What follows belongs to an exercise in optimizing a design on an open flow for small area and a short achievable clock period; a production flow would make more cautious choices.
No functional check of the RTL was part of any run shown here.
Power is estimated from default activity; no workload was simulated.

## flow/config.mk

```make
export PLATFORM = sky130hd
export DESIGN_NAME = fc_head
export DESIGN_NICKNAME = fc_head
export VERILOG_FILES = /design/flow/design.v
export SDC_FILE = /design/flow/constraint.sdc
export NUM_CORES = 4
export LEC_CHECK = 0
export ABC_CLOCK_PERIOD_IN_PS = 1500
export CAP_MARGIN = 20
export CORE_MARGIN = 2
export CORE_UTILIZATION = 40
export SETUP_SLACK_MARGIN = 5
export SLEW_MARGIN = 20
```

## flow/run.sh

```bash
#!/bin/bash
# synth_recipe.tcl (not shown) runs the flow's synth.tcl, then flattens the netlist and writes it again
# the make line also repeats each setting of config.mk as NAME=value (left out here)
make -C /OpenROAD-flow-scripts/flow DESIGN_CONFIG=/design/flow/config.mk WORK_HOME=/design/flow/orfs CLKGATE_MAP_FILE= SYNTH_SCRIPT=/design/flow/synth_recipe.tcl finish
```

## flow/constraint.sdc

```tcl
create_clock -name core_clock -period 8.0 [get_ports {clk}]
set_input_delay 1.6000 -clock core_clock [delete_from_list [all_inputs] [get_ports {clk}]]
set_output_delay 1.6000 -clock core_clock [all_outputs]
set_load 0.01 [all_outputs]
```

## flow/design.v

```verilog
`timescale 1ns / 1ps
module neuron #(
    parameter signed [15:0] BIAS = 0    
)(
    input clk,
    input [7:0] one,         
    input [7:0] two,         
    input [7:0] neg,         
    input x_nz,              
    input x_sign,            
    input [15:0] weight,     
    input clr,               
    input fin,               
    output reg [15:0] logit
);
    wire [31:0] ts, tc;
    mul_tree tree (.one(one), .two(two), .neg(neg), .w(weight), .ps(ts), .pc(tc));
    reg [31:0] ps, pc;
    reg psg;
    always @(posedge clk) begin
        ps <= ts;
        pc <= tc;
        psg <= x_nz && (|weight) && (x_sign ^ weight[15]);
    end
    reg [31:0] acc;
    wire [31:0] a = clr ? 32'd0 : acc;
    wire [31:0] x3 = a ^ ps ^ pc;
    wire [31:0] c3 = (a & ps) | (a & pc) | (ps & pc);
    wire [31:0] s = x3 + {c3[30:0], 1'b0};
    wire ovf = (a[31] == psg) && (s[31] != a[31]);
    always @(posedge clk)
        acc <= ovf ? {a[31], {31{~a[31]}}} : s;
    wire [18:0] u = {acc[31], acc[31:14]} + {{3{BIAS[15]}}, BIAS};
    always @(posedge clk)
        if (fin)
            logit <= (u[18:15] == 4'b0000 || u[18:15] == 4'b1111) ? u[15:0] :
                     u[18] ? 16'h8000 : 16'h7FFF;
endmodule
module mul_tree (
    input  [7:0] one,
    input  [7:0] two,
    input  [7:0] neg,
    input  [15:0] w,
    output [31:0] ps,
    output [31:0] pc
);
    wire pp0_0 = ((one[0] & w[0]) | (two[0] & 1'b0)) ^ neg[0];
    wire pp0_1 = ((one[0] & w[1]) | (two[0] & w[0])) ^ neg[0];
    wire pp0_2 = ((one[0] & w[2]) | (two[0] & w[1])) ^ neg[0];
    wire pp0_3 = ((one[0] & w[3]) | (two[0] & w[2])) ^ neg[0];
    wire pp0_4 = ((one[0] & w[4]) | (two[0] & w[3])) ^ neg[0];
    wire pp0_5 = ((one[0] & w[5]) | (two[0] & w[4])) ^ neg[0];
    wire pp0_6 = ((one[0] & w[6]) | (two[0] & w[5])) ^ neg[0];
    wire pp0_7 = ((one[0] & w[7]) | (two[0] & w[6])) ^ neg[0];
    wire pp0_8 = ((one[0] & w[8]) | (two[0] & w[7])) ^ neg[0];
    wire pp0_9 = ((one[0] & w[9]) | (two[0] & w[8])) ^ neg[0];
    wire pp0_10 = ((one[0] & w[10]) | (two[0] & w[9])) ^ neg[0];
    wire pp0_11 = ((one[0] & w[11]) | (two[0] & w[10])) ^ neg[0];
    wire pp0_12 = ((one[0] & w[12]) | (two[0] & w[11])) ^ neg[0];
    wire pp0_13 = ((one[0] & w[13]) | (two[0] & w[12])) ^ neg[0];
    wire pp0_14 = ((one[0] & w[14]) | (two[0] & w[13])) ^ neg[0];
    wire pp0_15 = ((one[0] & w[15]) | (two[0] & w[14])) ^ neg[0];
    wire pp0_16 = ~(((one[0] | two[0]) & w[15]) ^ neg[0]);
    wire pp1_0 = ((one[1] & w[0]) | (two[1] & 1'b0)) ^ neg[1];
    wire pp1_1 = ((one[1] & w[1]) | (two[1] & w[0])) ^ neg[1];
    wire pp1_2 = ((one[1] & w[2]) | (two[1] & w[1])) ^ neg[1];
    wire pp1_3 = ((one[1] & w[3]) | (two[1] & w[2])) ^ neg[1];
    wire pp1_4 = ((one[1] & w[4]) | (two[1] & w[3])) ^ neg[1];
    wire pp1_5 = ((one[1] & w[5]) | (two[1] & w[4])) ^ neg[1];
    wire pp1_6 = ((one[1] & w[6]) | (two[1] & w[5])) ^ neg[1];
    wire pp1_7 = ((one[1] & w[7]) | (two[1] & w[6])) ^ neg[1];
    wire pp1_8 = ((one[1] & w[8]) | (two[1] & w[7])) ^ neg[1];
    wire pp1_9 = ((one[1] & w[9]) | (two[1] & w[8])) ^ neg[1];
    wire pp1_10 = ((one[1] & w[10]) | (two[1] & w[9])) ^ neg[1];
    wire pp1_11 = ((one[1] & w[11]) | (two[1] & w[10])) ^ neg[1];
    wire pp1_12 = ((one[1] & w[12]) | (two[1] & w[11])) ^ neg[1];
    wire pp1_13 = ((one[1] & w[13]) | (two[1] & w[12])) ^ neg[1];
    wire pp1_14 = ((one[1] & w[14]) | (two[1] & w[13])) ^ neg[1];
    wire pp1_15 = ((one[1] & w[15]) | (two[1] & w[14])) ^ neg[1];
    wire pp1_16 = ~(((one[1] | two[1]) & w[15]) ^ neg[1]);
    wire pp2_0 = ((one[2] & w[0]) | (two[2] & 1'b0)) ^ neg[2];
    wire pp2_1 = ((one[2] & w[1]) | (two[2] & w[0])) ^ neg[2];
    wire pp2_2 = ((one[2] & w[2]) | (two[2] & w[1])) ^ neg[2];
    wire pp2_3 = ((one[2] & w[3]) | (two[2] & w[2])) ^ neg[2];
    wire pp2_4 = ((one[2] & w[4]) | (two[2] & w[3])) ^ neg[2];
    wire pp2_5 = ((one[2] & w[5]) | (two[2] & w[4])) ^ neg[2];
    wire pp2_6 = ((one[2] & w[6]) | (two[2] & w[5])) ^ neg[2];
    wire pp2_7 = ((one[2] & w[7]) | (two[2] & w[6])) ^ neg[2];
    wire pp2_8 = ((one[2] & w[8]) | (two[2] & w[7])) ^ neg[2];
    wire pp2_9 = ((one[2] & w[9]) | (two[2] & w[8])) ^ neg[2];
    wire pp2_10 = ((one[2] & w[10]) | (two[2] & w[9])) ^ neg[2];
    wire pp2_11 = ((one[2] & w[11]) | (two[2] & w[10])) ^ neg[2];
    wire pp2_12 = ((one[2] & w[12]) | (two[2] & w[11])) ^ neg[2];
    wire pp2_13 = ((one[2] & w[13]) | (two[2] & w[12])) ^ neg[2];
    wire pp2_14 = ((one[2] & w[14]) | (two[2] & w[13])) ^ neg[2];
    wire pp2_15 = ((one[2] & w[15]) | (two[2] & w[14])) ^ neg[2];
    wire pp2_16 = ~(((one[2] | two[2]) & w[15]) ^ neg[2]);
    wire pp3_0 = ((one[3] & w[0]) | (two[3] & 1'b0)) ^ neg[3];
    wire pp3_1 = ((one[3] & w[1]) | (two[3] & w[0])) ^ neg[3];
    wire pp3_2 = ((one[3] & w[2]) | (two[3] & w[1])) ^ neg[3];
    wire pp3_3 = ((one[3] & w[3]) | (two[3] & w[2])) ^ neg[3];
    wire pp3_4 = ((one[3] & w[4]) | (two[3] & w[3])) ^ neg[3];
    wire pp3_5 = ((one[3] & w[5]) | (two[3] & w[4])) ^ neg[3];
    wire pp3_6 = ((one[3] & w[6]) | (two[3] & w[5])) ^ neg[3];
    wire pp3_7 = ((one[3] & w[7]) | (two[3] & w[6])) ^ neg[3];
    wire pp3_8 = ((one[3] & w[8]) | (two[3] & w[7])) ^ neg[3];
    wire pp3_9 = ((one[3] & w[9]) | (two[3] & w[8])) ^ neg[3];
    wire pp3_10 = ((one[3] & w[10]) | (two[3] & w[9])) ^ neg[3];
    wire pp3_11 = ((one[3] & w[11]) | (two[3] & w[10])) ^ neg[3];
    wire pp3_12 = ((one[3] & w[12]) | (two[3] & w[11])) ^ neg[3];
    wire pp3_13 = ((one[3] & w[13]) | (two[3] & w[12])) ^ neg[3];
    wire pp3_14 = ((one[3] & w[14]) | (two[3] & w[13])) ^ neg[3];
    wire pp3_15 = ((one[3] & w[15]) | (two[3] & w[14])) ^ neg[3];
    wire pp3_16 = ~(((one[3] | two[3]) & w[15]) ^ neg[3]);
    wire pp4_0 = ((one[4] & w[0]) | (two[4] & 1'b0)) ^ neg[4];
    wire pp4_1 = ((one[4] & w[1]) | (two[4] & w[0])) ^ neg[4];
    wire pp4_2 = ((one[4] & w[2]) | (two[4] & w[1])) ^ neg[4];
    wire pp4_3 = ((one[4] & w[3]) | (two[4] & w[2])) ^ neg[4];
    wire pp4_4 = ((one[4] & w[4]) | (two[4] & w[3])) ^ neg[4];
    wire pp4_5 = ((one[4] & w[5]) | (two[4] & w[4])) ^ neg[4];
    wire pp4_6 = ((one[4] & w[6]) | (two[4] & w[5])) ^ neg[4];
    wire pp4_7 = ((one[4] & w[7]) | (two[4] & w[6])) ^ neg[4];
    wire pp4_8 = ((one[4] & w[8]) | (two[4] & w[7])) ^ neg[4];
    wire pp4_9 = ((one[4] & w[9]) | (two[4] & w[8])) ^ neg[4];
    wire pp4_10 = ((one[4] & w[10]) | (two[4] & w[9])) ^ neg[4];
    wire pp4_11 = ((one[4] & w[11]) | (two[4] & w[10])) ^ neg[4];
    wire pp4_12 = ((one[4] & w[12]) | (two[4] & w[11])) ^ neg[4];
    wire pp4_13 = ((one[4] & w[13]) | (two[4] & w[12])) ^ neg[4];
    wire pp4_14 = ((one[4] & w[14]) | (two[4] & w[13])) ^ neg[4];
    wire pp4_15 = ((one[4] & w[15]) | (two[4] & w[14])) ^ neg[4];
    wire pp4_16 = ~(((one[4] | two[4]) & w[15]) ^ neg[4]);
    wire pp5_0 = ((one[5] & w[0]) | (two[5] & 1'b0)) ^ neg[5];
    wire pp5_1 = ((one[5] & w[1]) | (two[5] & w[0])) ^ neg[5];
    wire pp5_2 = ((one[5] & w[2]) | (two[5] & w[1])) ^ neg[5];
    wire pp5_3 = ((one[5] & w[3]) | (two[5] & w[2])) ^ neg[5];
    wire pp5_4 = ((one[5] & w[4]) | (two[5] & w[3])) ^ neg[5];
    wire pp5_5 = ((one[5] & w[5]) | (two[5] & w[4])) ^ neg[5];
    wire pp5_6 = ((one[5] & w[6]) | (two[5] & w[5])) ^ neg[5];
    wire pp5_7 = ((one[5] & w[7]) | (two[5] & w[6])) ^ neg[5];
    wire pp5_8 = ((one[5] & w[8]) | (two[5] & w[7])) ^ neg[5];
    wire pp5_9 = ((one[5] & w[9]) | (two[5] & w[8])) ^ neg[5];
    wire pp5_10 = ((one[5] & w[10]) | (two[5] & w[9])) ^ neg[5];
    wire pp5_11 = ((one[5] & w[11]) | (two[5] & w[10])) ^ neg[5];
    wire pp5_12 = ((one[5] & w[12]) | (two[5] & w[11])) ^ neg[5];
    wire pp5_13 = ((one[5] & w[13]) | (two[5] & w[12])) ^ neg[5];
    wire pp5_14 = ((one[5] & w[14]) | (two[5] & w[13])) ^ neg[5];
    wire pp5_15 = ((one[5] & w[15]) | (two[5] & w[14])) ^ neg[5];
    wire pp5_16 = ~(((one[5] | two[5]) & w[15]) ^ neg[5]);
    wire pp6_0 = ((one[6] & w[0]) | (two[6] & 1'b0)) ^ neg[6];
    wire pp6_1 = ((one[6] & w[1]) | (two[6] & w[0])) ^ neg[6];
    wire pp6_2 = ((one[6] & w[2]) | (two[6] & w[1])) ^ neg[6];
    wire pp6_3 = ((one[6] & w[3]) | (two[6] & w[2])) ^ neg[6];
    wire pp6_4 = ((one[6] & w[4]) | (two[6] & w[3])) ^ neg[6];
    wire pp6_5 = ((one[6] & w[5]) | (two[6] & w[4])) ^ neg[6];
    wire pp6_6 = ((one[6] & w[6]) | (two[6] & w[5])) ^ neg[6];
    wire pp6_7 = ((one[6] & w[7]) | (two[6] & w[6])) ^ neg[6];
    wire pp6_8 = ((one[6] & w[8]) | (two[6] & w[7])) ^ neg[6];
    wire pp6_9 = ((one[6] & w[9]) | (two[6] & w[8])) ^ neg[6];
    wire pp6_10 = ((one[6] & w[10]) | (two[6] & w[9])) ^ neg[6];
    wire pp6_11 = ((one[6] & w[11]) | (two[6] & w[10])) ^ neg[6];
    wire pp6_12 = ((one[6] & w[12]) | (two[6] & w[11])) ^ neg[6];
    wire pp6_13 = ((one[6] & w[13]) | (two[6] & w[12])) ^ neg[6];
    wire pp6_14 = ((one[6] & w[14]) | (two[6] & w[13])) ^ neg[6];
    wire pp6_15 = ((one[6] & w[15]) | (two[6] & w[14])) ^ neg[6];
    wire pp6_16 = ~(((one[6] | two[6]) & w[15]) ^ neg[6]);
    wire pp7_0 = ((one[7] & w[0]) | (two[7] & 1'b0)) ^ neg[7];
    wire pp7_1 = ((one[7] & w[1]) | (two[7] & w[0])) ^ neg[7];
    wire pp7_2 = ((one[7] & w[2]) | (two[7] & w[1])) ^ neg[7];
    wire pp7_3 = ((one[7] & w[3]) | (two[7] & w[2])) ^ neg[7];
    wire pp7_4 = ((one[7] & w[4]) | (two[7] & w[3])) ^ neg[7];
    wire pp7_5 = ((one[7] & w[5]) | (two[7] & w[4])) ^ neg[7];
    wire pp7_6 = ((one[7] & w[6]) | (two[7] & w[5])) ^ neg[7];
    wire pp7_7 = ((one[7] & w[7]) | (two[7] & w[6])) ^ neg[7];
    wire pp7_8 = ((one[7] & w[8]) | (two[7] & w[7])) ^ neg[7];
    wire pp7_9 = ((one[7] & w[9]) | (two[7] & w[8])) ^ neg[7];
    wire pp7_10 = ((one[7] & w[10]) | (two[7] & w[9])) ^ neg[7];
    wire pp7_11 = ((one[7] & w[11]) | (two[7] & w[10])) ^ neg[7];
    wire pp7_12 = ((one[7] & w[12]) | (two[7] & w[11])) ^ neg[7];
    wire pp7_13 = ((one[7] & w[13]) | (two[7] & w[12])) ^ neg[7];
    wire pp7_14 = ((one[7] & w[14]) | (two[7] & w[13])) ^ neg[7];
    wire pp7_15 = ((one[7] & w[15]) | (two[7] & w[14])) ^ neg[7];
    wire pp7_16 = ~(((one[7] | two[7]) & w[15]) ^ neg[7]);
    wire hs0 = neg[5] ^ pp0_10;
    wire hc0 = neg[5] & pp0_10;
    wire hs1 = pp0_11 ^ pp1_9;
    wire hc1 = pp0_11 & pp1_9;
    wire fs0 = neg[6] ^ pp0_12 ^ pp1_10;
    wire fc0 = (neg[6] & pp0_12) | (neg[6] & pp1_10) | (pp0_12 & pp1_10);
    wire hs2 = pp2_8 ^ pp3_6;
    wire hc2 = pp2_8 & pp3_6;
    wire fs1 = pp0_13 ^ pp1_11 ^ pp2_9;
    wire fc1 = (pp0_13 & pp1_11) | (pp0_13 & pp2_9) | (pp1_11 & pp2_9);
    wire hs3 = pp3_7 ^ pp4_5;
    wire hc3 = pp3_7 & pp4_5;
    wire fs2 = neg[7] ^ pp0_14 ^ pp1_12;
    wire fc2 = (neg[7] & pp0_14) | (neg[7] & pp1_12) | (pp0_14 & pp1_12);
    wire fs3 = pp2_10 ^ pp3_8 ^ pp4_6;
    wire fc3 = (pp2_10 & pp3_8) | (pp2_10 & pp4_6) | (pp3_8 & pp4_6);
    wire hs4 = pp5_4 ^ pp6_2;
    wire hc4 = pp5_4 & pp6_2;
    wire fs4 = pp0_15 ^ pp1_13 ^ pp2_11;
    wire fc4 = (pp0_15 & pp1_13) | (pp0_15 & pp2_11) | (pp1_13 & pp2_11);
    wire fs5 = pp3_9 ^ pp4_7 ^ pp5_5;
    wire fc5 = (pp3_9 & pp4_7) | (pp3_9 & pp5_5) | (pp4_7 & pp5_5);
    wire hs5 = pp6_3 ^ pp7_1;
    wire hc5 = pp6_3 & pp7_1;
    wire fs6 = 1'b1 ^ pp0_16 ^ pp1_14;
    wire fc6 = (1'b1 & pp0_16) | (1'b1 & pp1_14) | (pp0_16 & pp1_14);
    wire fs7 = pp2_12 ^ pp3_10 ^ pp4_8;
    wire fc7 = (pp2_12 & pp3_10) | (pp2_12 & pp4_8) | (pp3_10 & pp4_8);
    wire fs8 = pp5_6 ^ pp6_4 ^ pp7_2;
    wire fc8 = (pp5_6 & pp6_4) | (pp5_6 & pp7_2) | (pp6_4 & pp7_2);
    wire fs9 = 1'b1 ^ pp1_15 ^ pp2_13;
    wire fc9 = (1'b1 & pp1_15) | (1'b1 & pp2_13) | (pp1_15 & pp2_13);
    wire fs10 = pp3_11 ^ pp4_9 ^ pp5_7;
    wire fc10 = (pp3_11 & pp4_9) | (pp3_11 & pp5_7) | (pp4_9 & pp5_7);
    wire hs6 = pp6_5 ^ pp7_3;
    wire hc6 = pp6_5 & pp7_3;
    wire fs11 = pp1_16 ^ pp2_14 ^ pp3_12;
    wire fc11 = (pp1_16 & pp2_14) | (pp1_16 & pp3_12) | (pp2_14 & pp3_12);
    wire fs12 = pp4_10 ^ pp5_8 ^ pp6_6;
    wire fc12 = (pp4_10 & pp5_8) | (pp4_10 & pp6_6) | (pp5_8 & pp6_6);
    wire fs13 = 1'b1 ^ pp2_15 ^ pp3_13;
    wire fc13 = (1'b1 & pp2_15) | (1'b1 & pp3_13) | (pp2_15 & pp3_13);
    wire hs7 = pp4_11 ^ pp5_9;
    wire hc7 = pp4_11 & pp5_9;
    wire fs14 = pp2_16 ^ pp3_14 ^ pp4_12;
    wire fc14 = (pp2_16 & pp3_14) | (pp2_16 & pp4_12) | (pp3_14 & pp4_12);
    wire hs8 = 1'b1 ^ pp3_15;
    wire hc8 = 1'b1 & pp3_15;
    wire hs9 = neg[3] ^ pp0_6;
    wire hc9 = neg[3] & pp0_6;
    wire hs10 = pp0_7 ^ pp1_5;
    wire hc10 = pp0_7 & pp1_5;
    wire fs15 = neg[4] ^ pp0_8 ^ pp1_6;
    wire fc15 = (neg[4] & pp0_8) | (neg[4] & pp1_6) | (pp0_8 & pp1_6);
    wire hs11 = pp2_4 ^ pp3_2;
    wire hc11 = pp2_4 & pp3_2;
    wire fs16 = pp0_9 ^ pp1_7 ^ pp2_5;
    wire fc16 = (pp0_9 & pp1_7) | (pp0_9 & pp2_5) | (pp1_7 & pp2_5);
    wire hs12 = pp3_3 ^ pp4_1;
    wire hc12 = pp3_3 & pp4_1;
    wire fs17 = pp1_8 ^ pp2_6 ^ pp3_4;
    wire fc17 = (pp1_8 & pp2_6) | (pp1_8 & pp3_4) | (pp2_6 & pp3_4);
    wire fs18 = pp4_2 ^ pp5_0 ^ hs0;
    wire fc18 = (pp4_2 & pp5_0) | (pp4_2 & hs0) | (pp5_0 & hs0);
    wire fs19 = pp2_7 ^ pp3_5 ^ pp4_3;
    wire fc19 = (pp2_7 & pp3_5) | (pp2_7 & pp4_3) | (pp3_5 & pp4_3);
    wire fs20 = pp5_1 ^ hc0 ^ hs1;
    wire fc20 = (pp5_1 & hc0) | (pp5_1 & hs1) | (hc0 & hs1);
    wire fs21 = pp4_4 ^ pp5_2 ^ pp6_0;
    wire fc21 = (pp4_4 & pp5_2) | (pp4_4 & pp6_0) | (pp5_2 & pp6_0);
    wire fs22 = hc1 ^ hs2 ^ fs0;
    wire fc22 = (hc1 & hs2) | (hc1 & fs0) | (hs2 & fs0);
    wire fs23 = pp5_3 ^ pp6_1 ^ hc2;
    wire fc23 = (pp5_3 & pp6_1) | (pp5_3 & hc2) | (pp6_1 & hc2);
    wire fs24 = hs3 ^ fc0 ^ fs1;
    wire fc24 = (hs3 & fc0) | (hs3 & fs1) | (fc0 & fs1);
    wire fs25 = pp7_0 ^ hc3 ^ hs4;
    wire fc25 = (pp7_0 & hc3) | (pp7_0 & hs4) | (hc3 & hs4);
    wire fs26 = fc1 ^ fs2 ^ fs3;
    wire fc26 = (fc1 & fs2) | (fc1 & fs3) | (fs2 & fs3);
    wire fs27 = hc4 ^ hs5 ^ fc2;
    wire fc27 = (hc4 & hs5) | (hc4 & fc2) | (hs5 & fc2);
    wire fs28 = fc3 ^ fs4 ^ fs5;
    wire fc28 = (fc3 & fs4) | (fc3 & fs5) | (fs4 & fs5);
    wire fs29 = hc5 ^ fc4 ^ fc5;
    wire fc29 = (hc5 & fc4) | (hc5 & fc5) | (fc4 & fc5);
    wire fs30 = fs6 ^ fs7 ^ fs8;
    wire fc30 = (fs6 & fs7) | (fs6 & fs8) | (fs7 & fs8);
    wire fs31 = hs6 ^ fc6 ^ fc7;
    wire fc31 = (hs6 & fc6) | (hs6 & fc7) | (fc6 & fc7);
    wire fs32 = fc8 ^ fs10 ^ fs9;
    wire fc32 = (fc8 & fs10) | (fc8 & fs9) | (fs10 & fs9);
    wire fs33 = pp7_4 ^ hc6 ^ fc10;
    wire fc33 = (pp7_4 & hc6) | (pp7_4 & fc10) | (hc6 & fc10);
    wire fs34 = fc9 ^ fs11 ^ fs12;
    wire fc34 = (fc9 & fs11) | (fc9 & fs12) | (fs11 & fs12);
    wire fs35 = pp6_7 ^ pp7_5 ^ hs7;
    wire fc35 = (pp6_7 & pp7_5) | (pp6_7 & hs7) | (pp7_5 & hs7);
    wire fs36 = fc11 ^ fc12 ^ fs13;
    wire fc36 = (fc11 & fc12) | (fc11 & fs13) | (fc12 & fs13);
    wire fs37 = pp5_10 ^ pp6_8 ^ pp7_6;
    wire fc37 = (pp5_10 & pp6_8) | (pp5_10 & pp7_6) | (pp6_8 & pp7_6);
    wire fs38 = hc7 ^ fc13 ^ fs14;
    wire fc38 = (hc7 & fc13) | (hc7 & fs14) | (fc13 & fs14);
    wire fs39 = pp4_13 ^ pp5_11 ^ pp6_9;
    wire fc39 = (pp4_13 & pp5_11) | (pp4_13 & pp6_9) | (pp5_11 & pp6_9);
    wire fs40 = pp7_7 ^ hs8 ^ fc14;
    wire fc40 = (pp7_7 & hs8) | (pp7_7 & fc14) | (hs8 & fc14);
    wire fs41 = pp3_16 ^ pp4_14 ^ pp5_12;
    wire fc41 = (pp3_16 & pp4_14) | (pp3_16 & pp5_12) | (pp4_14 & pp5_12);
    wire fs42 = pp6_10 ^ pp7_8 ^ hc8;
    wire fc42 = (pp6_10 & pp7_8) | (pp6_10 & hc8) | (pp7_8 & hc8);
    wire fs43 = 1'b1 ^ pp4_15 ^ pp5_13;
    wire fc43 = (1'b1 & pp4_15) | (1'b1 & pp5_13) | (pp4_15 & pp5_13);
    wire hs13 = pp6_11 ^ pp7_9;
    wire hc13 = pp6_11 & pp7_9;
    wire fs44 = pp4_16 ^ pp5_14 ^ pp6_12;
    wire fc44 = (pp4_16 & pp5_14) | (pp4_16 & pp6_12) | (pp5_14 & pp6_12);
    wire hs14 = 1'b1 ^ pp5_15;
    wire hc14 = 1'b1 & pp5_15;
    wire hs15 = neg[2] ^ pp0_4;
    wire hc15 = neg[2] & pp0_4;
    wire hs16 = pp0_5 ^ pp1_3;
    wire hc16 = pp0_5 & pp1_3;
    wire fs45 = pp1_4 ^ pp2_2 ^ pp3_0;
    wire fc45 = (pp1_4 & pp2_2) | (pp1_4 & pp3_0) | (pp2_2 & pp3_0);
    wire fs46 = pp2_3 ^ pp3_1 ^ hc9;
    wire fc46 = (pp2_3 & pp3_1) | (pp2_3 & hc9) | (pp3_1 & hc9);
    wire fs47 = pp4_0 ^ hc10 ^ hs11;
    wire fc47 = (pp4_0 & hc10) | (pp4_0 & hs11) | (hc10 & hs11);
    wire fs48 = hc11 ^ hs12 ^ fc15;
    wire fc48 = (hc11 & hs12) | (hc11 & fc15) | (hs12 & fc15);
    wire fs49 = hc12 ^ fc16 ^ fs17;
    wire fc49 = (hc12 & fc16) | (hc12 & fs17) | (fc16 & fs17);
    wire fs50 = fc17 ^ fs19 ^ fc18;
    wire fc50 = (fc17 & fs19) | (fc17 & fc18) | (fs19 & fc18);
    wire fs51 = fc19 ^ fs21 ^ fc20;
    wire fc51 = (fc19 & fs21) | (fc19 & fc20) | (fs21 & fc20);
    wire fs52 = fc21 ^ fs23 ^ fc22;
    wire fc52 = (fc21 & fs23) | (fc21 & fc22) | (fs23 & fc22);
    wire fs53 = fc23 ^ fs25 ^ fc24;
    wire fc53 = (fc23 & fs25) | (fc23 & fc24) | (fs25 & fc24);
    wire fs54 = fc25 ^ fc26 ^ fs27;
    wire fc54 = (fc25 & fc26) | (fc25 & fs27) | (fc26 & fs27);
    wire fs55 = fc27 ^ fc28 ^ fs29;
    wire fc55 = (fc27 & fc28) | (fc27 & fs29) | (fc28 & fs29);
    wire fs56 = fc29 ^ fc30 ^ fs31;
    wire fc56 = (fc29 & fc30) | (fc29 & fs31) | (fc30 & fs31);
    wire fs57 = fc31 ^ fc32 ^ fs33;
    wire fc57 = (fc31 & fc32) | (fc31 & fs33) | (fc32 & fs33);
    wire fs58 = fs35 ^ fc33 ^ fc34;
    wire fc58 = (fs35 & fc33) | (fs35 & fc34) | (fc33 & fc34);
    wire fs59 = fs37 ^ fc35 ^ fc36;
    wire fc59 = (fs37 & fc35) | (fs37 & fc36) | (fc35 & fc36);
    wire fs60 = fc37 ^ fs39 ^ fc38;
    wire fc60 = (fc37 & fs39) | (fc37 & fc38) | (fs39 & fc38);
    wire fs61 = fc39 ^ fs41 ^ fs42;
    wire fc61 = (fc39 & fs41) | (fc39 & fs42) | (fs41 & fs42);
    wire fs62 = hs13 ^ fc41 ^ fs43;
    wire fc62 = (hs13 & fc41) | (hs13 & fs43) | (fc41 & fs43);
    wire fs63 = pp7_10 ^ hc13 ^ fc43;
    wire fc63 = (pp7_10 & hc13) | (pp7_10 & fc43) | (hc13 & fc43);
    wire fs64 = pp6_13 ^ pp7_11 ^ hs14;
    wire fc64 = (pp6_13 & pp7_11) | (pp6_13 & hs14) | (pp7_11 & hs14);
    wire fs65 = pp5_16 ^ pp6_14 ^ pp7_12;
    wire fc65 = (pp5_16 & pp6_14) | (pp5_16 & pp7_12) | (pp6_14 & pp7_12);
    wire hs17 = 1'b1 ^ pp6_15;
    wire hc17 = 1'b1 & pp6_15;
    wire hs18 = neg[1] ^ pp0_2;
    wire hc18 = neg[1] & pp0_2;
    wire hs19 = pp0_3 ^ pp1_1;
    wire hc19 = pp0_3 & pp1_1;
    wire fs66 = pp1_2 ^ pp2_0 ^ hs15;
    wire fc66 = (pp1_2 & pp2_0) | (pp1_2 & hs15) | (pp2_0 & hs15);
    wire fs67 = pp2_1 ^ hc15 ^ hs16;
    wire fc67 = (pp2_1 & hc15) | (pp2_1 & hs16) | (hc15 & hs16);
    wire fs68 = hc16 ^ hs9 ^ fs45;
    wire fc68 = (hc16 & hs9) | (hc16 & fs45) | (hs9 & fs45);
    wire fs69 = hs10 ^ fc45 ^ fs46;
    wire fc69 = (hs10 & fc45) | (hs10 & fs46) | (fc45 & fs46);
    wire fs70 = fs15 ^ fc46 ^ fs47;
    wire fc70 = (fs15 & fc46) | (fs15 & fs47) | (fc46 & fs47);
    wire fs71 = fs16 ^ fc47 ^ fs48;
    wire fc71 = (fs16 & fc47) | (fs16 & fs48) | (fc47 & fs48);
    wire fs72 = fs18 ^ fc48 ^ fs49;
    wire fc72 = (fs18 & fc48) | (fs18 & fs49) | (fc48 & fs49);
    wire fs73 = fs20 ^ fc49 ^ fs50;
    wire fc73 = (fs20 & fc49) | (fs20 & fs50) | (fc49 & fs50);
    wire fs74 = fs22 ^ fc50 ^ fs51;
    wire fc74 = (fs22 & fc50) | (fs22 & fs51) | (fc50 & fs51);
    wire fs75 = fs24 ^ fc51 ^ fs52;
    wire fc75 = (fs24 & fc51) | (fs24 & fs52) | (fc51 & fs52);
    wire fs76 = fs26 ^ fc52 ^ fs53;
    wire fc76 = (fs26 & fc52) | (fs26 & fs53) | (fc52 & fs53);
    wire fs77 = fs28 ^ fc53 ^ fs54;
    wire fc77 = (fs28 & fc53) | (fs28 & fs54) | (fc53 & fs54);
    wire fs78 = fs30 ^ fc54 ^ fs55;
    wire fc78 = (fs30 & fc54) | (fs30 & fs55) | (fc54 & fs55);
    wire fs79 = fs32 ^ fc55 ^ fs56;
    wire fc79 = (fs32 & fc55) | (fs32 & fs56) | (fc55 & fs56);
    wire fs80 = fs34 ^ fc56 ^ fs57;
    wire fc80 = (fs34 & fc56) | (fs34 & fs57) | (fc56 & fs57);
    wire fs81 = fs36 ^ fc57 ^ fs58;
    wire fc81 = (fs36 & fc57) | (fs36 & fs58) | (fc57 & fs58);
    wire fs82 = fs38 ^ fc58 ^ fs59;
    wire fc82 = (fs38 & fc58) | (fs38 & fs59) | (fc58 & fs59);
    wire fs83 = fs40 ^ fc59 ^ fs60;
    wire fc83 = (fs40 & fc59) | (fs40 & fs60) | (fc59 & fs60);
    wire fs84 = fc40 ^ fs61 ^ fc60;
    wire fc84 = (fc40 & fs61) | (fc40 & fc60) | (fs61 & fc60);
    wire fs85 = fc42 ^ fs62 ^ fc61;
    wire fc85 = (fc42 & fs62) | (fc42 & fc61) | (fs62 & fc61);
    wire fs86 = fs44 ^ fc62 ^ fs63;
    wire fc86 = (fs44 & fc62) | (fs44 & fs63) | (fc62 & fs63);
    wire fs87 = fc44 ^ fs64 ^ fc63;
    wire fc87 = (fc44 & fs64) | (fc44 & fc63) | (fs64 & fc63);
    wire fs88 = hc14 ^ fs65 ^ fc64;
    wire fc88 = (hc14 & fs65) | (hc14 & fc64) | (fs65 & fc64);
    wire fs89 = pp7_13 ^ hs17 ^ fc65;
    wire fc89 = (pp7_13 & hs17) | (pp7_13 & fc65) | (hs17 & fc65);
    wire fs90 = pp6_16 ^ pp7_14 ^ hc17;
    wire fc90 = (pp6_16 & pp7_14) | (pp6_16 & hc17) | (pp7_14 & hc17);
    wire hs20 = 1'b1 ^ pp7_15;
    wire hc20 = 1'b1 & pp7_15;
    assign ps[0] = neg[0];
    assign pc[0] = pp0_0;
    assign ps[1] = pp0_1;
    assign pc[1] = 1'b0;
    assign ps[2] = pp1_0;
    assign pc[2] = hs18;
    assign ps[3] = hc18;
    assign pc[3] = hs19;
    assign ps[4] = hc19;
    assign pc[4] = fs66;
    assign ps[5] = fc66;
    assign pc[5] = fs67;
    assign ps[6] = fc67;
    assign pc[6] = fs68;
    assign ps[7] = fc68;
    assign pc[7] = fs69;
    assign ps[8] = fc69;
    assign pc[8] = fs70;
    assign ps[9] = fc70;
    assign pc[9] = fs71;
    assign ps[10] = fc71;
    assign pc[10] = fs72;
    assign ps[11] = fc72;
    assign pc[11] = fs73;
    assign ps[12] = fc73;
    assign pc[12] = fs74;
    assign ps[13] = fc74;
    assign pc[13] = fs75;
    assign ps[14] = fc75;
    assign pc[14] = fs76;
    assign ps[15] = fc76;
    assign pc[15] = fs77;
    assign ps[16] = fc77;
    assign pc[16] = fs78;
    assign ps[17] = fc78;
    assign pc[17] = fs79;
    assign ps[18] = fc79;
    assign pc[18] = fs80;
    assign ps[19] = fc80;
    assign pc[19] = fs81;
    assign ps[20] = fc81;
    assign pc[20] = fs82;
    assign ps[21] = fc82;
    assign pc[21] = fs83;
    assign ps[22] = fc83;
    assign pc[22] = fs84;
    assign ps[23] = fs85;
    assign pc[23] = fc84;
    assign ps[24] = fs86;
    assign pc[24] = fc85;
    assign ps[25] = fc86;
    assign pc[25] = fs87;
    assign ps[26] = fs88;
    assign pc[26] = fc87;
    assign ps[27] = fs89;
    assign pc[27] = fc88;
    assign ps[28] = fs90;
    assign pc[28] = fc89;
    assign ps[29] = hs20;
    assign pc[29] = fc90;
    assign ps[30] = pp7_16;
    assign pc[30] = hc20;
    assign ps[31] = 1'b1;
    assign pc[31] = 1'b0;
endmodule
`timescale 1ns / 1ps
module Softmax (
    input clk,
    input rst,
    input [63:0] in,           
    input in_valid,            
    output reg [63:0] out,
    output reg valid,
    output [7:0] led_control
);
    function [15:0] exp_lut;
        input [3:0] idx;
        begin
            case (idx)
                4'd0:  exp_lut = 16'h0800;
                4'd1:  exp_lut = 16'h09D0;
                4'd2:  exp_lut = 16'h0C20;
                4'd3:  exp_lut = 16'h0F80;
                4'd4:  exp_lut = 16'h1480;
                4'd5:  exp_lut = 16'h1C80;
                4'd6:  exp_lut = 16'h2A00;
                4'd7:  exp_lut = 16'h4000;
                4'd8:  exp_lut = 16'h6800;
                4'd9:  exp_lut = 16'hAC00;
                4'd10: exp_lut = 16'h1280;
                4'd11: exp_lut = 16'h1F80;
                4'd12: exp_lut = 16'h2C00;
                4'd13: exp_lut = 16'h4C00;
                4'd14: exp_lut = 16'h8000;
                default: exp_lut = 16'hD800;
            endcase
        end
    endfunction
    function [3:0] rank;
        input [3:0] idx;
        begin
            case (idx)
                4'd0:  rank = 4'd0;
                4'd1:  rank = 4'd1;
                4'd2:  rank = 4'd2;
                4'd3:  rank = 4'd3;
                4'd4:  rank = 4'd5;
                4'd5:  rank = 4'd6;
                4'd6:  rank = 4'd8;
                4'd7:  rank = 4'd10;
                4'd8:  rank = 4'd12;
                4'd9:  rank = 4'd14;
                4'd10: rank = 4'd4;
                4'd11: rank = 4'd7;
                4'd12: rank = 4'd9;
                4'd13: rank = 4'd11;
                4'd14: rank = 4'd13;
                default: rank = 4'd15;
            endcase
        end
    endfunction
    wire [3:0] i0 = {~in[15], in[14:12]};
    wire [3:0] i1 = {~in[31], in[30:28]};
    wire [3:0] i2 = {~in[47], in[46:44]};
    wire [3:0] i3 = {~in[63], in[62:60]};
    wire [15:0] e0 = exp_lut(i0);
    wire [15:0] e1 = exp_lut(i1);
    wire [15:0] e2 = exp_lut(i2);
    wire [15:0] e3 = exp_lut(i3);
    reg [12:0] p01, p23;
    wire [13:0] sum = p01 + p23;
    wire [3:0] s = sum[13:10];
    wire [2:0] sh = (s == 4'b0000) ? 3'd4 :
                    (s[3:1] == 3'b001) ? 3'd3 :
                    (s[3:2] == 2'b01) ? 3'd2 :
                    s[3] ? 3'd1 : 3'd0;
    wire [3:0] r0 = rank(i0);
    wire [3:0] r1 = rank(i1);
    wire [3:0] r2 = rank(i2);
    wire [3:0] r3 = rank(i3);
    wire [3:0] m01 = (r1 > r0) ? r1 : r0;
    wire c01 = r1 > r0;
    wire [3:0] m23 = (r3 > r2) ? r3 : r2;
    wire c23 = r3 > r2;
    wire hi = m23 > m01;     
    wire [1:0] cls = hi ? {1'b1, c23} : {1'b0, c01};
    reg [3:0] led;
    assign led_control = {4'b0000, led};
    reg valid_d;
    wire [15:0] n0 = e0 >> sh;
    wire [15:0] n1 = e1 >> sh;
    wire [15:0] n2 = e2 >> sh;
    wire [15:0] n3 = e3 >> sh;
    always @(posedge clk) begin
        p01 <= e0[15:4] + e1[15:4];
        p23 <= e2[15:4] + e3[15:4];
        valid_d <= !rst && in_valid;
        out <= {1'b0, n3[14:0], 1'b0, n2[14:0], 1'b0, n1[14:0], 1'b0, n0[14:0]};
        led <= 4'b0001 << cls;
        valid <= !rst && valid_d;
    end
endmodule
`timescale 1ns / 1ps
module fc_head #(
    parameter DATA_WIDTH = 16,
    parameter NUM_INPUTS = 1024,
    parameter NUM_OUTPUTS = 4
)(
    input clk,
    input rst,
    input [DATA_WIDTH-1:0] myinput,
    input [DATA_WIDTH*NUM_OUTPUTS-1:0] myweights,
    input myinputValid,
    output [DATA_WIDTH*NUM_OUTPUTS-1:0] softmax_out,
    output softmax_valid,
    output [7:0] led_control,
    output [DATA_WIDTH*NUM_OUTPUTS-1:0] logits
);
    reg [9:0] input_count;
    reg [63:0] weights;
    reg last0, last1, fin, rst_d, clr, logit_valid;
    reg [7:0] b_one, b_two, b_neg;
    reg x_nz, x_sign;
    wire take = myinputValid && !rst;
    wire [16:0] xe = {myinput, 1'b0};
    wire [7:0] e_one, e_two, e_neg;
    genvar i;
    generate
        for (i = 0; i < 8; i = i + 1) begin : booth
            assign e_one[i] = xe[2*i+1] ^ xe[2*i];
            assign e_two[i] = (xe[2*i+2] & ~xe[2*i+1] & ~xe[2*i]) | (~xe[2*i+2] & xe[2*i+1] & xe[2*i]);
            assign e_neg[i] = xe[2*i+2];
        end
    endgenerate
    always @(posedge clk) begin
        b_one <= take ? e_one : 8'd0;
        b_two <= take ? e_two : 8'd0;
        b_neg <= take ? e_neg : 8'd0;
        x_nz <= take && (|myinput);
        x_sign <= myinput[15];
        weights <= myweights;
        rst_d <= rst;
        clr <= rst || rst_d || last1;
        if (rst) begin
            input_count <= 0;
            last0 <= 0;
            last1 <= 0;
            fin <= 0;
            logit_valid <= 0;
        end else begin
            if (myinputValid)
                input_count <= input_count + 1;
            last0 <= myinputValid && (input_count == NUM_INPUTS-1);
            last1 <= last0;
            fin <= last1;
            logit_valid <= fin;
        end
    end
    localparam [63:0] BIASES = {16'h003C, 16'h0001, 16'hFFD1, 16'h0006};
    generate
        for (i = 0; i < NUM_OUTPUTS; i = i + 1) begin : output_layer
            neuron #(
                .BIAS(BIASES[(i+1)*DATA_WIDTH-1 -: DATA_WIDTH])
            ) neuron_output (
                .clk(clk),
                .one(b_one),
                .two(b_two),
                .neg(b_neg),
                .x_nz(x_nz),
                .x_sign(x_sign),
                .weight(weights[(i+1)*DATA_WIDTH-1 -: DATA_WIDTH]),
                .clr(clr),
                .fin(fin),
                .logit(logits[(i+1)*DATA_WIDTH-1 -: DATA_WIDTH])
            );
        end
    endgenerate
    Softmax softmax_inst (
        .clk(clk),
        .rst(rst),
        .in(logits),
        .in_valid(logit_valid),
        .out(softmax_out),
        .valid(softmax_valid),
        .led_control(led_control)
    );
endmodule
```

==> out/results.ini, run 1 <==
[finish]
final_area_sq_um=67570
regArea_sq_um=13630
fillCellCount=11281
multiInputGateArea_sq_um=36910
drive_above_1_share_pct=25.22
utilization_pct=52.85
area_growth_pct=30.68
layout.nets=6915
final_cells=7799

[detailed_routing]
routed_wl_microns=181000
firstDrtPassIters=8
drc=0
wire_per_inst_microns=23.21
drt-initial-drc-count=4546
avgViaCountPerCell=5.648
route.vias.total=44045
ant_nets=0

[placed_design]
port-buffer-count=211
place_inst=7185
dp_hpwl_microns=102300
gp_congestion=0.9013
placed_area_sq_um=55040

[power]
peakVddDrop_mv=0.2151
p_seq_share_pct=23.0
switching_power_uw=9115
p_clk_share_pct=18.0
p_comb_share_pct=59.0
p_int_uw=11790
swShare_pct=43.60
power.density_nw_per_um2=309.4
leakage_uw=0.02861

[min_path]
hold_depth=1
hold_path_class=reg -> reg

[critical_path]
critPathTopFamily=compound AO/OA/AOI/OAI gates
cp_common_cell=buf_12
r2r_cells=21
cp_slowest_cell=fa_1
critPathRequiredTime_ns=8.58
cp.arrival_ns=4.56
path_depth=21
crit_chain=buf_12 -> buf_6 -> buf_6 -> buf_12 -> buf_16 -> nand2b_4 -> fa_1 -> inv_2 -> ha_4 -> a21oi_4 -> o21ai_4 -> o211ai_1 -> a211oi_2 -> a211oi_2 -> o21ai_1 -> a21oi_2 -> mux2i_4 -> buf_12 -> buf_12 -> buf_12 -> o41ai_2
cp-start-kind=register
cp_max_fo=8
crit_type=reg -> reg
slowest_delay_ns=0.49
crit_buf_inv=9
cp-end-kind=register

[synthesis]
synth.most_common_cell=inv_1
synthArstFlopShare_pct=0
yosysWarnings=6
yosys-top-cells-count=inv_1 (881), dfxtp_1 (571), a22oi_1 (486)
netlist_area_sq_um=51710
yosysUniqueCellTypes=84
synth_seq_cells=635
synthFlopType=dfxtp_1
netlist_instances=5685
synth_area_per_cell_sq_um=9.095
synth_edf_count=64
synth_area_leaders=dfxtp_1 (22%), fa_1 (18%), xnor2_1 (7.7%)
synth_largest_area_cell=dfxtp_1
yosysSeqAreaShare_pct=25.82
synth_top_area_share_pct=22.11

[global_routing]
grt_pass1_wl_microns=266400
grt.busiest_layer=met2
gr-usage-met2_pct=41.41
met1_usage_pct=33.01
grt_max_degree=45
overflow=0
gr-usage-met3_pct=7.780
grt_pass1_vias=43681
grt.total_usage_pct=26.38
antenna_found_initial=5

[cts]
hold_buffers=0
htreeDepth=3
cts_tree=done
clk_pin_slew_ns=0.06
cts_buffers=77
clk_path_buf_depth=3
worstSkewPairLatency_ns=0.72
cts_sinks=635
cts_root_buf=clkbuf_16

[sta]
period_share_pct=49.86
skew_ns=0.04336
clock.fmax_mhz=250.7
hold_viol_final=0
worst_slew_pin_slew_ns=0.8383
finalMaxSlewViolations=0
relSlewSlack_pct=44.04
rsz0062_at_grt=true
setup_viol=0
min_period_ns=3.989
fin_tns_setup_ns=0

[flow_run]
cap_viol_max_count=0

[floorplan]
rows=131
core_sq_um=127800
die_area_sq_um=132200
die_x_microns=363.5
ios=220
dieHeight_microns=363.5
initial_core_util_pct=40.44

[status]
status=no timing/DRC/antenna violations

-- flip-flops by register name (all words and copies together) (netlist names), 8 cells and up --
name	flops
b_neg	8
output_layer.neuron_output.acc	128
b_two	8
output_layer.neuron_output.logit	64
output_layer.neuron_output.ps	121
softmax_inst.p01	13
softmax_inst.p23	13
softmax_inst.out	60
output_layer.neuron_output.pc	120
weights	64
b_one	8
input_count	10
-- power groups by stage --
stage	Combinational [uW]	Sequential [uW]	Clock, uW
after CTS	11400	4780	3840
after global placement	9540	4860	0
after floorplan	7740	4460	0
final	12300	4810	3760
after global routing	13700	4870	3960
after detailed placement	9610	4870	0
-- cell usage in the layout, fill, tap and decap left out, types with 73 or more instances in the layout --
cell type        count
a21o_1             100
a21oi_1            202
a22oi_1            339
a22oi_2            147
buf_12              73
buf_4              257
buf_6               88
clkbuf_16           86
clkdlybuf4s50_1     82
dfxtp_1            485
dlygate4sd2_1       76
fa_1               363
fa_2               111
ha_1               208
inv_1              788
inv_2               87
nand2_1            180
nand2b_1           118
nor2_1             192
o21ai_0            134
o21ai_2             88
xnor2_1            431
xor2_1             246
-- cells by family after synthesis --
family	count (synthesis)	share of synthesized area, %
mux	55	1.096
buf+inv	1312	9.706
xor+xnor	719	12.18
fa+ha+maj	762	25.32
other cells	1	0.007252
simple gates	838	8.152
flops	635	25.82
compound gates	1363	17.72
-- layout make-up --
cell class	count	area share [%]
Sequential cell	635	20.16
Tap cell	1662	3.077
Antenna cell	3	0.01111
Timing Repair inverter	1	0.01296
Timing Repair Buffer	722	13.10
Clock inverter	48	0.8666
Multi-Input combinational cell	3751	54.62
Clock buffer	95	3.179
Inverter	882	4.964
-- through the flow --
step                hold slack [ns]  worst slack, ns  power (uW)
finish                       0.4033            4.011       20910
global placement             0.3926            2.892       14400
floorplan                    0.3290            4.306       12200
detailed placement           0.4052            2.803       14480
global route                 0.4302            3.835       22490
CTS                          0.4088            4.024       19970
-- routing by layer --
layer,vias up,wire (microns)
met5,-,69
met4,6,11110
met3,687,18480
met2,2254,79820
met1,21513,71550
li1,19585,-
-- what timing repair did --
action,in CTS,in global routing
setup endpoints to repair,532,342
gates cloned,61,7
setup buffers,291,109
pin swaps,234,303
resized for setup,985,482
-- final timing paths --
check / startpoint / endpoint / slack (ns)
hold / removal: rst_d$_DFF_P_ / clr$_DFF_P_ / 0.40
setup / recovery: clr$_DFF_P_ / output_layer[3].neuron_output.acc[28]$_DFF_P_ / 4.01
setup reg to reg: clr$_DFF_P_ / output_layer[3].neuron_output.acc[28]$_DFF_P_ / 4.01
hold reg to reg: rst_d$_DFF_P_ / clr$_DFF_P_ / 0.40
==> run 2, diff against run 1 <==
--- a/flow/design.v
+++ b/flow/design.v
@@ -28,3 +28,22 @@
     wire [31:0] c3 = (a & ps) | (a & pc) | (ps & pc);
-    wire [31:0] s = x3 + {c3[30:0], 1'b0};
+    wire [31:0] y3 = {c3[30:0], 1'b0};
+    wire [32*6-1:0] G, P;
+    assign G[31:0] = x3 & y3;
+    assign P[31:0] = x3 ^ y3;
+    genvar l, b;
+    generate
+        for (l = 0; l < 5; l = l + 1) begin : pfx
+            for (b = 0; b < 32; b = b + 1) begin : bt
+                if ((b >> l) & 1) begin : merge
+                    localparam integer J = ((b >> l) << l) - 1;
+                    assign G[32*(l+1)+b] = G[32*l+b] | (P[32*l+b] & G[32*l+J]);
+                    assign P[32*(l+1)+b] = P[32*l+b] & P[32*l+J];
+                end else begin : pass
+                    assign G[32*(l+1)+b] = G[32*l+b];
+                    assign P[32*(l+1)+b] = P[32*l+b];
+                end
+            end
+        end
+    endgenerate
+    wire [31:0] s = P[31:0] ^ {G[32*5+30:32*5], 1'b0};
     wire ovf = (a[31] == psg) && (s[31] != a[31]);
==> run 2 against run 1 <==
Still clean on timing, DRC and antenna. Setup slack gained 0.15 ns. Synthesized area shrank 2.7%. Clock skew shrank 0.0064 ns. Routed wire length shrank 5.2%. Non-clock buffer count shrank 96.
==> out/results.ini, run 2 <==
[detailed_routing]
firstDrtPassIters=8  ; unchanged
routed_wl_microns=171700  ; was 181000 microns
route.vias.total=41080  ; was 44045
drc=0  ; unchanged
avgViaCountPerCell=5.594  ; was 5.648
wire_per_inst_microns=23.38  ; was 23.21 microns
ant_nets=0  ; unchanged
drt-initial-drc-count=4256  ; was 4546

[status]
status=no timing/DRC/antenna violations  ; unchanged

[synthesis]
netlist_area_sq_um=50330  ; was 51710 sq um
yosys-top-cells-count=inv_1 (786), dfxtp_1 (571), a22oi_1 (487)  ; was inv_1 (881), dfxtp_1 (571), a22oi_1 (486)
synth_edf_count=64  ; unchanged
synth_area_per_cell_sq_um=9.460  ; was 9.095 sq um
yosysUniqueCellTypes=94  ; was 84
yosysSeqAreaShare_pct=26.53  ; was 25.82%
synth_top_area_share_pct=22.71  ; was 22.11%
synth_area_leaders=dfxtp_1 (23%), fa_1 (19%), xnor2_1 (8.1%)  ; was dfxtp_1 (22%), fa_1 (18%), xnor2_1 (7.7%)
yosysWarnings=6  ; unchanged
netlist_instances=5320  ; was 5685
synth_largest_area_cell=dfxtp_1  ; unchanged
synthArstFlopShare_pct=0  ; unchanged
synth_seq_cells=635  ; unchanged
synthFlopType=dfxtp_1  ; unchanged
synth.most_common_cell=inv_1  ; unchanged

[cts]
cts_tree=done  ; unchanged
cts_sinks=635  ; unchanged
cts_root_buf=clkbuf_16  ; unchanged
clk_path_buf_depth=3  ; unchanged
htreeDepth=3  ; unchanged
worstSkewPairLatency_ns=0.71  ; was 0.72 ns
hold_buffers=0  ; unchanged
clk_pin_slew_ns=0.06  ; about the same
cts_buffers=78  ; was 77

[finish]
largest_reg_flops=128  ; unchanged
top_register=output_layer.neuron_output.acc  ; unchanged
area_growth_pct=27.29  ; was 30.68%
final_common_cell=inv_1  ; unchanged
drive_above_1_share_pct=22.69  ; was 25.22%
layout.nets=6480  ; was 6915
reg.largest.list=output_layer.neuron_output.acc: 128 flops, output_layer.neuron_output.ps: 121 flops, output_layer.neuron_output.pc: 120 flops  ; unchanged
final_cell_mix=inv_1 (727), dfxtp_1 (485), xnor2_1 (444), fa_1 (402), a22oi_1 (372)  ; was inv_1 (788), dfxtp_1 (485), xnor2_1 (431), fa_1 (363), a22oi_1 (339)

[power]
swShare_pct=41.07  ; was 43.60%
leakage_uw=0.02713  ; was 0.02861 uW
p_seq_share_pct=25.6  ; was 23.0%
p_int_uw=10940  ; was 11790 uW
switching_power_uw=7623  ; was 9115 uW
peakVddDrop_mv=0.2165  ; was 0.2151 mV
power.density_nw_per_um2=289.7  ; was 309.4 nW/um^2
p_clk_share_pct=20.9  ; was 18.0%
p_comb_share_pct=53.5  ; was 59.0%

[critical_path]
cp_max_fo=7  ; was 8
cp-end-kind=register  ; unchanged
cp-start-kind=register  ; unchanged
cp.arrival_ns=4.45  ; was 4.56 ns
critPathRequiredTime_ns=8.61  ; was 8.58 ns
crit_type=reg -> reg  ; unchanged

[sta]
finalMaxSlewViolations=0  ; unchanged
setup_ws_ns=4.160  ; was 4.011 ns
worst_slew_pin_slew_ns=1.017  ; was 0.8383 ns
hold_viol_final=0  ; unchanged
rsz0062_at_grt=true  ; unchanged
relSlewSlack_pct=31.96  ; was 44.04%
setup_viol=0  ; unchanged
skew_ns=0.03693  ; was 0.04336 ns
period_share_pct=48.00  ; was 49.86%
clock.fmax_mhz=260.4  ; was 250.7 MHz
min_period_ns=3.840  ; was 3.989 ns
fin_tns_setup_ns=0  ; unchanged

[global_routing]
antenna_found_initial=15  ; was 5
grt_pass1_wl_microns=248200  ; was 266400 microns
grt.total_usage_pct=25.20  ; was 26.38%
grt_pass1_vias=41577  ; was 43681
grt_max_degree=65  ; was 45
overflow=0  ; unchanged

[placed_design]
dp_hpwl_microns=94110  ; was 102300 microns
port-buffer-count=211  ; unchanged
place_ws_ns=3.206  ; was 2.803 ns
gp_congestion=0.8595  ; was 0.9013

[floorplan]
ios=220  ; unchanged
initial_core_util_pct=40.18  ; was 40.44%
rows=130  ; was 131
dieHeight_microns=358.7  ; was 363.5 microns
core_sq_um=125200  ; was 127800 sq um
die_area_sq_um=128700  ; was 132200 sq um
die_x_microns=358.7  ; was 363.5 microns

[min_path]
hold_path_class=reg -> reg  ; unchanged

[flow_run]
cap_viol_max_count=0  ; unchanged

[run 2: cell types whose count changed after synthesis, sizes merged, moves of 18 or more]
| cell | change |
|---|---|
| nor2 | -44 |
| a21o | -29 |
| o21ai | -68 |
| mux2i | +31 |
| nand2 | -25 |
| xor2 | -18 |
| inv | -95 |
| clkbuf | -34 |
| a21oi | -51 |
| a211oi | -20 |
| nor2b | +19 |
| nand2b | -34 |
| buf | +26 |
[run 2: per-layer routing]
metal  vias to the layer above  wire, microns  global-route usage [%]
met5                         -             32                       0
met4                         6          10990                   12.73
met3                       676          18620                   6.822
met2                      2276          76040                   40.09
met1                     19951          66000                   31.39
li1                      18171              -                       -
[run 2: path summary, 6_finish.rpt]
check / startpoint / endpoint / slack, ns / depth (start not counted)
max: clr$_DFF_P_ / output_layer[0].neuron_output.acc[29]$_DFF_P_ / 4.16 / 15
min: last0$_SDFF_PP0_ / last1$_SDFF_PP0_ / 0.45 / 1
max reg2reg: clr$_DFF_P_ / output_layer[0].neuron_output.acc[29]$_DFF_P_ / 4.16 / 15
min reg2reg: last0$_SDFF_PP0_ / last1$_SDFF_PP0_ / 0.45 / 1
[run 2: cells by family after synthesis]
family	count (synthesis)	share of synthesized area (%)
fa+ha+maj	772	26.44
buf+inv	1209	9.261
simple gates	740	7.593
flops	635	26.53
compound gates	1158	15.83
mux	95	1.944
xor+xnor	710	12.39
other cells	1	0.007451
[run 2: final cells by class]
class                      instances  area, sq um
multi-input combinational       3497        35120
clock buffer                     107         2290
clock inverter                    37        545.5
inverter                         787         2969
antenna                            5        12.51
sequential                       635        13640
tap                             1650         2064
fill                           11167        61180
timing repair buffer             626         7420
[run 2: critical path: stages (launching register included)]
cell and delay [ns]:
dfxtp_4 0.38, buf_12 0.16, buf_12 0.16, nand2b_4 0.15, fa_1 0.47, inv_1 0.06
ha_4 0.26, o21a_1 0.17, o2111ai_2 0.13, a31o_4 0.25, a31o_1 0.23, a311o_2 0.44
xnor2_4 0.20, or3_4 0.47, buf_6 0.16, o31ai_1 0.05
[run 2: stage by stage]
step | utilization [%] | power, uW | area [sq um] | hold slack, ns | instances
2_1_floorplan | - | 11010 | 51190 | 0.3290 | 5327
3_3_place_gp | 42.67 | 12760 | 53440 | 0.3932 | 6807
3_5_place_dp | 42.68 | 12900 | 53450 | 0.3993 | 6808
4_1_cts | 49.07 | 17980 | 61460 | 0.4133 | 7232
5_1_grt | 51.14 | 19980 | 64060 | 0.4844 | 7342
6_report | 51.15 | 18560 | 64060 | 0.4460 | 7344
[run 2: timing repair]
| item | CTS | global route |
|---|---|---|
| cloned | 45 | 20 |
| setup buffers | 235 | 86 |
| gates resized for setup | 795 | 420 |
| setup endpoints to repair | 530 | 330 |
| pin swaps | 173 | 222 |
[run 2: power by group through the flow]
stage	clock network, uW	logic, uW	registers [uW]
2_1_floorplan	0	6550	4460
3_3_place_gp	0	7930	4830
3_5_place_dp	0	8070	4830
4_1_cts	3950	9300	4730
5_1_grt	4080	11100	4830
6_report	3880	9930	4750
==> run 3, diff against run 2 <==
--- a/flow/design.v
+++ b/flow/design.v
@@ -28,22 +28,3 @@
     wire [31:0] c3 = (a & ps) | (a & pc) | (ps & pc);
-    wire [31:0] y3 = {c3[30:0], 1'b0};
-    wire [32*6-1:0] G, P;
-    assign G[31:0] = x3 & y3;
-    assign P[31:0] = x3 ^ y3;
-    genvar l, b;
-    generate
-        for (l = 0; l < 5; l = l + 1) begin : pfx
-            for (b = 0; b < 32; b = b + 1) begin : bt
-                if ((b >> l) & 1) begin : merge
-                    localparam integer J = ((b >> l) << l) - 1;
-                    assign G[32*(l+1)+b] = G[32*l+b] | (P[32*l+b] & G[32*l+J]);
-                    assign P[32*(l+1)+b] = P[32*l+b] & P[32*l+J];
-                end else begin : pass
-                    assign G[32*(l+1)+b] = G[32*l+b];
-                    assign P[32*(l+1)+b] = P[32*l+b];
-                end
-            end
-        end
-    endgenerate
-    wire [31:0] s = P[31:0] ^ {G[32*5+30:32*5], 1'b0};
+    wire [31:0] s = x3 + {c3[30:0], 1'b0};
     wire ovf = (a[31] == psg) && (s[31] != a[31]);
@@ -554,6 +535,5 @@
     wire [15:0] e3 = exp_lut(i3);
-    reg [12:0] p01, p23;
-    wire [13:0] sum = p01 + p23;
+    wire [13:0] sum = e0[15:4] + e1[15:4] + e2[15:4] + e3[15:4];
     wire [3:0] s = sum[13:10];
-    wire [2:0] sh = (s == 4'b0000) ? 3'd4 :
+    wire [2:0] sh_next = (s == 4'b0000) ? 3'd4 :
                     (s[3:1] == 3'b001) ? 3'd3 :
@@ -573,2 +553,3 @@
     assign led_control = {4'b0000, led};
+    reg [2:0] sh;
     reg valid_d;
@@ -579,4 +560,3 @@
     always @(posedge clk) begin
-        p01 <= e0[15:4] + e1[15:4];
-        p23 <= e2[15:4] + e3[15:4];
+        sh <= sh_next;
         valid_d <= !rst && in_valid;
--- a/flow/config.mk
+++ b/flow/config.mk
@@ -7,3 +7,3 @@
 export LEC_CHECK = 0
-export ABC_CLOCK_PERIOD_IN_PS = 1500
+export ABC_CLOCK_PERIOD_IN_PS = 3000
 export CAP_MARGIN = 20
==> run 3 against run 2 <==
Fmax shrank 9.2%. Synthesized cell count is 2.6% lower. Critical path depth up 4. Via count grew 2.6%. Register-to-register slack got worse by 0.39 ns. Largest power group unchanged. Synthesized area is 2.3% lower. Still clean. Core utilization grew 2.7 points. Setup slack got worse by 0.39 ns. Sequential cell count shrank 23.
==> out/results.ini, run 3 <==
[power]
peakVddDrop_mv=0.2113  ; was 0.2165 mV
finalPower_uw=20380  ; was 18560 uW
leakage_uw=0.02602  ; was 0.02713 uW
power.density_nw_per_um2=310.8  ; was 289.7 nW/um^2

[sta]
finalMaxSlewViolations=0  ; unchanged
worst_slew_pin_slew_ns=0.8391  ; was 1.017 ns
min_period_ns=4.230  ; was 3.840 ns
relSlewSlack_pct=43.33  ; was 31.96%
rsz0062_at_grt=true  ; unchanged
skew_ns=0.03885  ; was 0.03693 ns
fin_tns_setup_ns=0  ; unchanged
period_share_pct=52.88  ; was 48.00%
clock.fmax_mhz=236.4  ; was 260.4 MHz
hold_viol_final=0  ; unchanged
setup_viol=0  ; unchanged

[cts]
cts_tree=done  ; unchanged
cts_root_buf=clkbuf_16  ; unchanged
htreeDepth=3  ; unchanged
hold_buffers=0  ; unchanged
cts_buffers=77  ; was 78
clk_path_buf_depth=3  ; unchanged
cts_sinks=612  ; was 635
clk_pin_slew_ns=0.06  ; about the same
worstSkewPairLatency_ns=0.69  ; was 0.71 ns

[global_routing]
grt_pass1_wl_microns=262600  ; was 248200 microns
gr-usage-met2_pct=41.75  ; was 40.09%
met1_usage_pct=34.23  ; was 31.39%
grt.busiest_layer=met2  ; unchanged
grt.total_usage_pct=27.23  ; was 25.20%
grt_pass1_vias=42074  ; was 41577
antenna_found_initial=7  ; was 15
grt_max_degree=76  ; was 65
overflow=0  ; unchanged
gr-usage-met3_pct=8.427  ; was 6.822%

[finish]
final_cell_mix=dfxtp_1 (470), xnor2_1 (420), fa_1 (351), inv_1 (330), a22oi_1 (321)  ; was inv_1 (727), dfxtp_1 (485), xnor2_1 (444), fa_1 (402), a22oi_1 (372)
top_register=output_layer.neuron_output.acc  ; unchanged
final_common_cell=dfxtp_1  ; was inv_1
layout.nets=6393  ; was 6480
reg.largest.list=output_layer.neuron_output.acc: 128 flops, output_layer.neuron_output.ps: 121 flops, output_layer.neuron_output.pc: 120 flops  ; unchanged
final_area_sq_um=65570  ; was 64060 sq um
area_growth_pct=33.38  ; was 27.29%
drive_above_1_share_pct=29.35  ; was 22.69%
largest_reg_flops=128  ; unchanged

[placed_design]
placed_area_sq_um=52660  ; was 53450 sq um
dp_hpwl_microns=97880  ; was 94110 microns
gp_congestion=0.9072  ; was 0.8595
port-buffer-count=211  ; unchanged

[critical_path]
cp_max_fo=5  ; was 7
cp-start-kind=register  ; unchanged
cp_slowest_cell=fa_1  ; unchanged
cp-end-kind=register  ; unchanged
critPathRequiredTime_ns=8.57  ; was 8.61 ns
slowest_delay_ns=0.48  ; was 0.47 ns
crit_type=reg -> reg  ; unchanged
crit_chain=buf_4 -> ha_2 -> mux2i_2 -> nor2_1 -> ha_2 -> nand2_2 -> a21boi_2 -> o21ai_1 -> nand2b_1 -> xnor2_1 -> fa_1 -> inv_1 -> ha_1 -> nand4_1 -> a21oi_1 -> o31a_1 -> o41ai_4 -> xnor2_1 -> a21o_1  ; was buf_12 -> buf_12 -> nand2b_4 -> fa_1 -> inv_1 -> ha_4 -> o21a_1 -> o2111ai_2 -> a31o_4 -> a31o_1 -> a311o_2 -> xnor2_4 -> or3_4 -> buf_6 -> o31ai_1
cp.arrival_ns=4.80  ; was 4.45 ns

[synthesis]
netlist_instances=5184  ; was 5320
yosysWarnings=6  ; unchanged
synth_area_per_cell_sq_um=9.483  ; was 9.460 sq um
synth_edf_count=64  ; unchanged
synth_largest_area_cell=dfxtp_1  ; unchanged
yosys-top-cells-count=dfxtp_1 (548), a22oi_1 (485), fa_1 (484)  ; was inv_1 (786), dfxtp_1 (571), a22oi_1 (487)
yosysUniqueCellTypes=85  ; was 94
synth.most_common_cell=dfxtp_1  ; was inv_1
synth_seq_cells=612  ; was 635
synthFlopType=dfxtp_1  ; unchanged
synth_top_area_share_pct=22.32  ; was 22.71%
yosysSeqAreaShare_pct=26.22  ; was 26.53%
synth_area_leaders=dfxtp_1 (22%), fa_1 (20%), xnor2_1 (8.2%)  ; was dfxtp_1 (23%), fa_1 (19%), xnor2_1 (8.1%)
synthArstFlopShare_pct=0  ; unchanged
netlist_area_sq_um=49160  ; was 50330 sq um

[floorplan]
die_area_sq_um=125700  ; was 128700 sq um
dieHeight_microns=354.6  ; was 358.7 microns
die_x_microns=354.6  ; was 358.7 microns
core_sq_um=121900  ; was 125200 sq um
rows=128  ; was 130
ios=220  ; unchanged
initial_core_util_pct=40.34  ; was 40.18%

[detailed_routing]
routed_wl_microns=181000  ; was 171700 microns
drt-initial-drc-count=4352  ; was 4256
ant_nets=0  ; unchanged
wire_per_inst_microns=25.00  ; was 23.38 microns
route.vias.total=42147  ; was 41080
firstDrtPassIters=7  ; was 8
drc=0  ; unchanged
avgViaCountPerCell=5.822  ; was 5.594

[min_path]
hold_path_class=reg -> reg  ; unchanged

[flow_run]
cap_viol_max_count=0  ; unchanged

[status]
status=no timing/DRC/antenna violations  ; unchanged

-- run 3: path summary, 6_finish.rpt --
kind	start	slack (ns)	cells past startpoint	end
worst min-delay path	rst_d$_DFF_P_	0.41	1	clr$_DFF_P_
worst max-delay path	output_layer[0].neuron_output.logit[12]$_DFFE_PP_	3.77	19	softmax_inst.sh[0]$_SDFF_PN0_
worst max register to register	output_layer[0].neuron_output.logit[12]$_DFFE_PP_	3.77	19	softmax_inst.sh[0]$_SDFF_PN0_
worst min register to register	rst_d$_DFF_P_	0.41	1	clr$_DFF_P_
-- run 3: layout make-up --
type                            count  area [sq um]
Fill cell                       10340         56300
Multi-Input combinational cell   3724         37400
Sequential cell                   612         13150
Timing Repair Buffer              703          8752
Clock buffer                      108          2227
Tap cell                         1625          2033
Inverter                          432          1643
Clock inverter                     32         366.6
Antenna cell                        3         7.507
-- run 3: repair_timing --
item | 4_1_cts | 5_1_grt
endpoints found under the setup margin | 441 | 287
endpoints found under the hold margin | 0 | 0
gates resized for setup | 967 | 501
pin swaps | 317 | 372
setup buffers | 279 | 99
gates cloned | 75 | 9
-- run 3: per-layer routing --
metal  part of all wire [%]  vias to the layer above  wire (microns)
li1                       -                    18329               -
met1                     38                    20504           68930
met2                     44                     2514           79320
met3                     11                      790           20780
met4                    6.5                       10           11730
met5                   0.11                        -             196
-- run 3: power by group --
group / internal [uW] / switching (uW) / leakage (uW) / total, uW
registers: 3950 / 721 / 0.00506 / 4670
clock network: 2090 / 1470 / 0.00126 / 3560
logic: 5690 / 6460 / 0.0197 / 12200
-- run 3: per-stage QoR --
stage / std cells / hold slack (ns) / setup slack (ns) / utilization (%)
global route: 7237 / 0.4305 / 3.597 / 53.80
floorplan: 5191 / 0.3290 / 3.847 / -
finish: 7239 / 0.4144 / 3.770 / 53.80
global placement: 6634 / 0.3915 / 2.730 / 43.20
CTS: 7128 / 0.4162 / 3.866 / 51.45
detailed placement: 6634 / 0.4037 / 2.665 / 43.20
-- run 3: cell families (layout without fill, tap and decap cells) --
kind of cell             Yosys count  in the layout  synth area share [%]
adder cells (fa/ha/maj)          760            760                 26.73
flip-flops                       612            612                 26.22
other                              1             11              0.007628
AND/OR/NAND/NOR                  847            861                 8.694
XOR/XNOR                         722            722                 12.86
buffers and inverters            870           1275                 6.790
AO/OA/AOI/OAI                   1303           1304                 17.24
multiplexers                      69             69                 1.448
-- run 3: critical path: cells and delay by family (launching register included) --
kind	cells	cell delay [ns]
buffers and inverters	2	0.22
AOI/OAI and AO/OA	6	1.26
xor gates and xnor gates	2	0.20
and+or+nand+nor	4	0.40
DFF	1	0.45
muxes	1	0.20
adders and majority gates	4	1.38

==> separate check: timing with driven ports <==
No port has a modelled driver above. Below, the same layouts with a new extraction and two added sets of constraints. Step 1, drivers: a clkbuf_16 drives clk and a buf_2 each remaining input, both assumed. Step 2 adds t to the input delays and takes it off the output delays; t is the mean of the earliest and latest rising clock arrival at the registers after step 1. Input paths then give back, and output paths get back, about the clock's delay inside the block. Three values: no drivers, after step 1, after step 2; two values: the first two.
| run | shift t [ns] | setup slack, ns | hold slack, ns | latest minus earliest clock arrival (ns) | worst data-port slew with drivers (ns) |
|---|---|---|---|---|---|
| run 1 | 0.770 | 4.011 / 4.011 / 4.011 | 0.403 / 0.403 / 0.403 | 0.046 / 0.047 | 0.17 |
| run 2 | 0.776 | 4.160 / 4.160 / 4.160 | 0.446 / 0.446 / 0.446 | 0.040 / 0.040 | 0.15 |
| run 3 | 0.744 | 3.770 / 3.770 / 3.770 | 0.414 / 0.414 / 0.414 | 0.046 / 0.046 | 0.10 |
After both steps every run listed still meets setup and hold.
